Context: an optimization exercise on an open-source flow, tuned for small area and a short achievable clock period. The choices shown serve that exercise and are no tape-out recipe.
Where RTL was checked, it was by simulation tests only, not by an equivalence proof against the original.
No functional check of the RTL was part of run 2.

==> flow/design.v, too long to show whole: its modules and the start of the top module <==
// module MulCore: 2960 lines
// module Multiplier: 31 lines
module Multiplier(
  input         clock,
                reset,
                io_in_valid,
  input  [31:0] io_a,
                io_b,
  input  [1:0]  io_op,
  output [31:0] io_res,
  output        io_res_valid
);
  // ...
==> flow/flow/run.sh <==
#!/bin/bash
# Own layout flow: the standard flow (standard.sh), with one extra step
# between synthesis and floorplan: flow/polfix.py removes the needless
# inverters that Yosys's full-adder extraction leaves around full-adder cells
# (a full adder is self-dual, so each may be built in either polarity).
# Registers, ports and all other cells are kept as synthesis made them.
# Each tool's output goes to a log file of its own in the work folder.
set -euo pipefail
cd "$(dirname "$0")/.."
R=orfs/results/${FLOW_PLATFORM:-sky130hd}/Multiplier/base
# Port buffers: buf_4 instead of the delay cell buffer_ports picks by default
# (every port still gets its own buffer).
PORTBUF="BUFFER_PORTS_ARGS=-buffer_cell sky130_fd_sc_hd__buf_4"
bash standard.sh "$PORTBUF" synth > flow_synth.log 2>&1
cp "$R/1_2_yosys.v" 1_2_yosys.std.v
python3 flow/polfix.py 1_2_yosys.std.v 1_2_yosys.pol.v > flow_polfix.log 2>&1
cp 1_2_yosys.pol.v "$R/1_2_yosys.v"
rm -f "$R/1_synth.odb" "$R/1_synth.sdc"
bash standard.sh "$PORTBUF" finish > flow_finish.log 2>&1
==> flow/flow/polfix.py <==
#!/usr/bin/env python3
"""Remove needless inverters around full-adder cells in a Yosys netlist.

Yosys's extract_fa leaves many inverters between sky130 full-adder cells.  A
full adder is self-dual, fa(~a, ~b, ~c) = ~fa(a, b, c) on both outputs, so each
full adder may be built in either polarity.  This script resolves every net to
a (root signal, parity) pair through chains of inverters, picks a polarity for
each full adder that needs few inverters (local search), deletes the old
inverters and adds one inverter per root signal that some load needs inverted.
Registers, ports and all other cells keep their function and names.

usage: polfix.py IN.v OUT.v
"""
import re
import sys
import random

OUT_PINS = {'X', 'Y', 'Q', 'Q_N', 'SUM', 'COUT', 'HI', 'LO'}

src = open(sys.argv[1]).read()

mod_m = re.search(r'\bmodule\s+(\S+)\s*\((.*?)\);', src, re.S)
ports = set(p.strip() for p in mod_m.group(2).split(','))
port_bases = set(ports)

inst_re = re.compile(r'^(\s*)(sky130_fd_sc_hd__\w+)\s+(\\\S+\s|\S+)\s*\((.*?)\);\n', re.S | re.M)
pin_re = re.compile(r'\.(\w+)\(\s*(.*?)\s*\)(?=\s*[,)]|\s*$)', re.S)

cells = []  # dict(type, name, pins{pin: net}, span)
for m in inst_re.finditer(src):
    typ, name, body = m.group(2), m.group(3).strip(), m.group(4)
    pins = {}
    for pm in re.finditer(r'\.(\w+)\(([^()]*)\)', body):
        pins[pm.group(1)] = pm.group(2).strip()
    cells.append({'type': typ, 'name': name, 'pins': pins, 'span': m.span()})


def is_port_net(n):
    base = n.split('[')[0].strip()
    return base in port_bases


def is_inv(c):
    return re.match(r'sky130_fd_sc_hd__(inv|clkinv)_\d+$', c['type']) is not None


def is_fa(c):
    return re.match(r'sky130_fd_sc_hd__fa_\d+$', c['type']) is not None


driver = {}
loads = {}
for i, c in enumerate(cells):
    for p, n in c['pins'].items():
        if p in OUT_PINS:
            driver[n] = (i, p)
        else:
            loads.setdefault(n, []).append((i, p))

# inverters we may remove: output net is not a port, input is a real net
free = set()
for i, c in enumerate(cells):
    if is_inv(c):
        y = c['pins']['Y']
        a = c['pins']['A']
        if not is_port_net(y) and not a.startswith("1'") and a != 'clock':
            free.add(i)


def root(n):
    par = 0
    seen = 0
    while n in driver and driver[n][0] in free:
        n = cells[driver[n][0]]['pins']['A']
        par ^= 1
        seen += 1
        if seen > 1000:
            raise SystemExit('inverter loop')
    return n, par


# requirements: (cell index, pin) -> (root net, parity); only pins of kept cells
req = {}
for i, c in enumerate(cells):
    if i in free:
        continue
    for p, n in c['pins'].items():
        if p in OUT_PINS:
            continue
        req[(i, p)] = root(n)

fa_idx = [i for i, c in enumerate(cells) if is_fa(c) and i not in free]
x = {i: 0 for i in fa_idx}
root_fa = {}
for i in fa_idx:
    for p in ('SUM', 'COUT'):
        root_fa[cells[i]['pins'][p]] = i

by_root = {}
for (i, p), (r, par) in req.items():
    by_root.setdefault(r, []).append((i, p, par))


def phys(r):
    f = root_fa.get(r)
    return x[f] if f is not None else 0


def root_cost(r):
    ph = phys(r)
    for (i, p, par) in by_root.get(r, []):
        need = par ^ x.get(i, 0)
        if need != ph:
            return 1
    return 0


def fa_roots(i):
    rs = set()
    for p in ('SUM', 'COUT'):
        rs.add(cells[i]['pins'][p])
    for p in ('A', 'B', 'CIN'):
        rs.add(req[(i, p)][0])
    return rs


def total():
    return sum(root_cost(r) for r in by_root)


before = total()
orig_inv = len(free)
best = before
random.seed(1)
for sweep in range(50):
    improved = False
    order = list(fa_idx)
    random.shuffle(order)
    for i in order:
        rs = fa_roots(i)
        c0 = sum(root_cost(r) for r in rs)
        x[i] ^= 1
        c1 = sum(root_cost(r) for r in rs)
        if c1 < c0 or (c1 == c0 and random.random() < 0.1 and sweep < 40):
            if c1 < c0:
                improved = True
        else:
            x[i] ^= 1
    if not improved and sweep >= 40:
        break
after = total()
sys.stderr.write(f'inverters: {orig_inv} removable, {before} needed as is, {after} after flipping '
                 f'{sum(x.values())} of {len(fa_idx)} full adders\n')

def esc(n):
    return n + ' ' if n.startswith('\\') else n


# build the new netlist
new_inv = {}
k = 0
for r in sorted(by_root):
    if root_cost(r):
        k += 1
        new_inv[r] = f'_polinv{k}_'

conn = {}
for (i, p), (r, par) in req.items():
    need = par ^ x.get(i, 0)
    conn[(i, p)] = r if need == phys(r) else new_inv[r]

pieces = []
pos = 0
for i, c in enumerate(cells):
    s, e = c['span']
    pieces.append(src[pos:s])
    pos = e
    if i in free:
        continue
    text = src[s:e]
    if any((i, p) in conn for p in c['pins']):
        def fix(m, i=i):
            p = m.group(1)
            if (i, p) in conn:
                return f'.{p}({esc(conn[(i, p)])})'
            return m.group(0)
        text = re.sub(r'\.(\w+)\(([^()]*)\)', fix, text)
    pieces.append(text)
rest = src[pos:]
# declare the new nets and add the inverters before endmodule
add = []
for r, y in new_inv.items():
    add.append(f'  wire {y};\n')
for r, y in new_inv.items():
    add.append(f'  sky130_fd_sc_hd__inv_1 {y}inst (\n    .A({esc(r)}),\n    .Y({y})\n  );\n')
idx = rest.rfind('endmodule')
rest = rest[:idx] + ''.join(add) + rest[idx:]
open(sys.argv[2], 'w').write(''.join(pieces) + rest)
==> flow/standard.sh <==
#!/bin/bash
# synth_recipe.tcl (not shown) runs the flow's synth.tcl, then flattens the netlist and writes it again
# the make line also repeats each setting of config.mk as NAME=value (left out here)
make -C /OpenROAD-flow-scripts/flow DESIGN_CONFIG=/design/flow/config.mk WORK_HOME=/design/flow/orfs CLKGATE_MAP_FILE= SYNTH_SCRIPT=/design/flow/synth_recipe.tcl "${@:-finish}"
==> flow/config.mk <==
export PLATFORM = sky130hd
export DESIGN_NAME = Multiplier
export DESIGN_NICKNAME = Multiplier
export VERILOG_FILES = /design/flow/design.v
export SDC_FILE = /design/flow/constraint.sdc
export NUM_CORES = 4
export LEC_CHECK = 0
export ABC_AREA = 1
export CAP_MARGIN = 20
export CORE_MARGIN = 2
export CORE_UTILIZATION = 40
export SETUP_SLACK_MARGIN = 2.0
export SLEW_MARGIN = 20
==> flow/constraint.sdc <==
create_clock -name core_clock -period 5.6 [get_ports {clock}]
set_input_delay 1.1200 -clock core_clock [delete_from_list [all_inputs] [get_ports {clock}]]
set_output_delay 1.1200 -clock core_clock [all_outputs]
set_load 0.01 [all_outputs]
==> reports/metrics.yaml, run 1 <==
status:
  outcome: "no timing/DRC/antenna violations"
final_layout:
  buffers: 182
  diodes: 0
  buf_share_pct: 3.91
  final_util_pct: 45.2
  stdcell_area_um2: 37100
clocking:
  cts.htree.levels: 2
  cts_buffers: 42
  cts_tree: "built"
  path_clk_slew_ns: 0.07
  cts_resized: 89
  clock_latency_ns: 0.59
  hold_buffers: 0
drt:
  drt_first_pass_iters: 8
  drt-met1-wl_mm: 47.6
  drc: 0
die:
  die_x_um: 292
  num_io_pins: 102
sta:
  setup_viol: 0
  holdWs_ns: 0.405
  max_freq_mhz: 281
  final-max-slew-violation-count: 0
  tns_ns: 0
global_route:
  antenna_found_initial: 1
  gr-usage-met2_pct: 40.5
placement:
  dp_cells: 4616
  gp_congestion: 0.946
worst_setup_path:
  start_kind: "primary input"
  crit_cells: 9
  crit_path_start: "io_a[9]"
min_path:
  min_to: "valid_2"
yosys:
  synthesis.instances: 3639
  synth_area_um2: 33200
==> inputs of run 2 (changes only) <==
--- a/flow/design.v
+++ b/flow/design.v
@@ -2943,25 +2943,31 @@
   assign hs0[28] = H_p[28] ^ H_G1812;
   assign hs1[28] = H_p[28] ^ (H_G1812 | H_P1813);
   assign hs0[29] = H_p[29] ^ H_G1814;
   assign hs1[29] = H_p[29] ^ (H_G1814 | H_P1815);
   assign hs0[30] = H_p[30] ^ H_G1816;
   assign hs1[30] = H_p[30] ^ (H_G1816 | H_P1817);
   assign hs0[31] = H_p[31] ^ H_G1818;
   assign hs1[31] = H_p[31] ^ (H_G1818 | H_P1819);
-  reg [31:0] r0;
-  reg [31:0] r1;
-  reg rc;
+  reg [31:0] rlo;
+  reg [31:0] rh0;
+  reg [31:0] rh1;
+  reg rs1;
+  reg rs0;
+  reg rsl;
   always @(posedge clock) begin
-    r0 <= hi1 ? hs0 : L;
-    r1 <= hi1 ? hs1 : L;
-    rc <= hi1 & L_co;
+    rlo <= L;
+    rh0 <= hs0;
+    rh1 <= hs1;
+    rs1 <= hi1 & L_co;
+    rs0 <= hi1 & ~L_co;
+    rsl <= ~hi1;
   end
-  assign io_res = rc ? r1 : r0;
+  assign io_res = ({32{rs1}} & rh1) | ({32{rs0}} & rh0) | ({32{rsl}} & rlo);
 endmodule
 module Multiplier(
   input         clock,
                 reset,
                 io_in_valid,
   input  [31:0] io_a,
                 io_b,
   input  [1:0]  io_op,
==> run 2 against run 1 <==
  * Global-route usage shrank 0.66 points
  * Critical endpoint is now mulcore_inst.q831
  * Sequential cell count rose by 34
  * Area after synthesis up 0.83%
  * Register-to-register slack is essentially flat
  * Largest cell class unchanged
  * Wire length shrank 1.3%
  * Fmax up 0.43%
  * Synthesized cell count down 0.96%
==> reports/metrics.yaml, run 2 <==
drt:
  route.met3.wl_mm: 12.8  # was 12.4 mm
  drt-met1-wl_mm: 46.4  # was 47.6 mm
  vias: 26100  # was 26800
  drtIter0Drc: 2557  # was 2474
  via_per_inst: 5.53  # was 5.66
  drc: 0  # unchanged
  top_layer: "met5"  # unchanged
  wire_per_inst_um: 24.1  # was 24.3 µm
  drt_first_pass_iters: 6  # was 8
  wl_mm: 113  # was 115 mm
  routed-wl-met2_mm: 48.7  # was 49.7 mm
  antenna_left: 0  # unchanged
worst_setup_path:
  path_max_fanout: 12  # was 16
  slowest_stage: "fa_1"  # unchanged
  end_kind: "flop"  # unchanged
  cp_num_buf_inv: 4  # was 2
  arrival_ns: 3.99  # was 4.00 ns
  start_kind: "primary input"  # unchanged
  crit_chain: "buf_4 -> nand2_1 -> inv_1 -> nor2_1 -> clkinvlp_4 -> buf_4 -> o22ai_1 -> fa_1 -> fa_1"  # was buf_4 -> nor2_1 -> nand2_1 -> o21ai_0 -> inv_1 -> o22ai_1 -> fa_1 -> fa_1 -> fa_1
  critPathTopFamily: "adder cells"  # unchanged
  cp_slowest_stage_delay_ns: 0.53  # was 0.59 ns
  crit_required_ns: 6.05  # was 6.03 ns
  crit_type: "primary input to flop"  # unchanged
global_route:
  antenna_found_initial: 1  # unchanged
  track_usage_pct: 26.0  # was 26.6%
  grt_pass1_wl_mm: 165  # was 170 mm
  gr-total-overflow: 0  # unchanged
  grt_max_degree: 40  # was 54
  grt_pass1_vias: 26000  # was 26500
die:
  start_util_pct: 40.2  # was 40.4%
  dieArea_um2: 85900  # was 85200 µm²
  core-area_um2: 83200  # was 82100 µm²
  die_h_um: 293  # was 292 µm
  die_x_um: 293  # was 292 µm
  placementRows: 106  # was 105
  num_io_pins: 102  # unchanged
sta:
  setup_viol: 0  # unchanged
  period_needed_ns: 3.55  # was 3.56 ns
  slew_headroom_pct: 38.0  # was 43.5%
  fin_crit_sh_pct: 63.4  # was 63.7%
  finalHoldViolCount: 0  # unchanged
  skew_ns: 0.0309  # was 0.0411 ns
  final-max-slew-violation-count: 0  # unchanged
  rsz0062_at_grt: "true"  # unchanged
  tns_ns: 0  # unchanged
  tightest_slew_ns: 0.929  # was 0.846 ns
  max_freq_mhz: 282  # was 281 MHz
clocking:
  cts.htree.levels: 2  # unchanged
  cts_tree: "built"  # unchanged
  cts_buffers: 47  # was 42
  clk_path_buf_depth: 3  # unchanged
  hold_buffers: 0  # unchanged
  clock-root-buffer: "clkbuf_16"  # unchanged
  cts.sinks: 386  # was 352
  path_clk_slew_ns: 0.06  # was 0.07 ns
  clock_latency_ns: 0.61  # was 0.59 ns
placement:
  gp_congestion: 0.922  # was 0.946
  dp_hpwl_mm: 88.2  # was 88.4 mm
  io_buffers: 101  # unchanged
min_path:
  hold_class: "flop to flop"  # unchanged
yosys:
  yosys_warnings: 2  # unchanged
  synth_area_um2: 33400  # was 33200 µm²
  synthesis.instances: 3604  # was 3639
  syn_nets: 4257  # was 4292
  syn_area_per_cell_um2: 9.28  # was 9.11 µm²
final_layout:
  syn_to_final_growth_pct: 10.2  # was 11.9%
  diodes: 0  # unchanged
  final_util_pct: 44.3  # was 45.2%
  final_common_cell: "nand2_1"
  top_regs: "mulcore_inst.rh0: 32 flops, mulcore_inst.rh1: 32 flops, mulcore_inst.rlo: 32 flops"  # was mulcore_inst.r0: 32 flops, mulcore_inst.r1: 32 flops
  fill_cells: 8023  # was 7730
  drive_gt1_share_pct: 9.69  # was 13.2%
  final_cell_mix: "nand2_1 (545), xnor2_1 (516), o22ai_1 (497), fa_1 (462), dfxtp_1 (386)"  # was nand2_1 (504), xnor2_1 (504), o22ai_1 (498), fa_1 (449), dfxtp_1 (349)
  finalNetCount: 4251  # was 4281
run:
  max-cap-violations: 0  # unchanged
status:
  outcome: "no timing/DRC/antenna violations"  # unchanged
run 2: area by class of cell:
class                      instances  area, µm²  share of cell area [%]
clock buffer                      63       1340                    3.63
clock inverter                    21        240                   0.652
inverter                         320       1230                    3.34
multi-input combinational       2660      23500                    63.9
sequential                       386       7730                    21.0
tap                             1080       1350                    3.67
timing repair buffer             177       1390                    3.77
timing repair inverter             6       42.5                   0.115
run 2: what timing repair did:
action / in CTS / in global routing
gates cloned: 1 / 5
pin swaps: 0 / 3
buffers inserted: 4 / 12
gates resized for setup: 8 / 76
setup endpoints to repair: 14 / 114
run 2: per-stage QoR:
| stage | area [µm²] | hold slack, ns | worst slack, ns | std cells |
|---|---|---|---|---|
| final | 36900 | 0.397 | 2.05 | 4713 |
| after global routing | 36900 | 0.420 | 1.95 | 4713 |
| after CTS | 36500 | 0.398 | 1.98 | 4696 |
| after detailed placement | 34900 | 0.384 | 1.26 | 4607 |
| after global placement | 34900 | 0.385 | 1.33 | 4607 |
| after floorplan | 33400 | 0.375 | 2.02 | 3604 |
run 2: layer usage:
metal,vias up,track usage [%]
met5,-,0
met4,2,10.7
met3,266,8.52
met2,1333,39.4
met1,12600,34.0
li1,11800,-
run 2: worst register-to-register path, delay by kind of cell (launching register included):
| kind | cells | cell delay, ns |
|---|---|---|
| fa+ha+maj | 4 | 2.13 |
| flops | 1 | 0.31 |
| simple gates | 6 | 0.95 |
run 2: path summary, 6_finish.rpt:
check / start / to / slack, ns / cells after the start
worst max register to register: mulcore_inst.q810 / mulcore_inst.rlo[26] / 2.09 / 10
worst max-delay path: io_a[17] / mulcore_inst.q831 / 2.05 / 9
worst min register to register: mulcore_inst.hi1 / mulcore_inst.rsl / 0.40 / 1
worst min-delay path: mulcore_inst.hi1 / mulcore_inst.rsl / 0.40 / 1

port drivers added, routing unchanged:
The flow's constraints put no driver on any port. The routed layouts listed below were extracted and timed again, unchanged, in two steps. Step 1, drivers: a clkbuf_16 drives clock and a buf_2 each remaining input, both assumed. Step 2 moves the port delays by t, midway between the first and last clock arrival at a register: inputs arrive t later, outputs are due t later. That takes back most of the time a late clock gives input paths. a / b / c = ideal ports / drivers / drivers and shift; a / b = the first two.
run | t, ns | setup slack, ns | cell pins on the clock port's net
run 1 | 0.635 | 2.035 / 2.074 / 1.439 | 1
run 2 | 0.661 | 2.051 / 2.087 / 1.425 | 1
After both steps setup and hold are still met in every run listed. For run 2, which loses most, drivers alone change the setup slack by +0.036 ns; drivers and shift together by -0.626 ns.
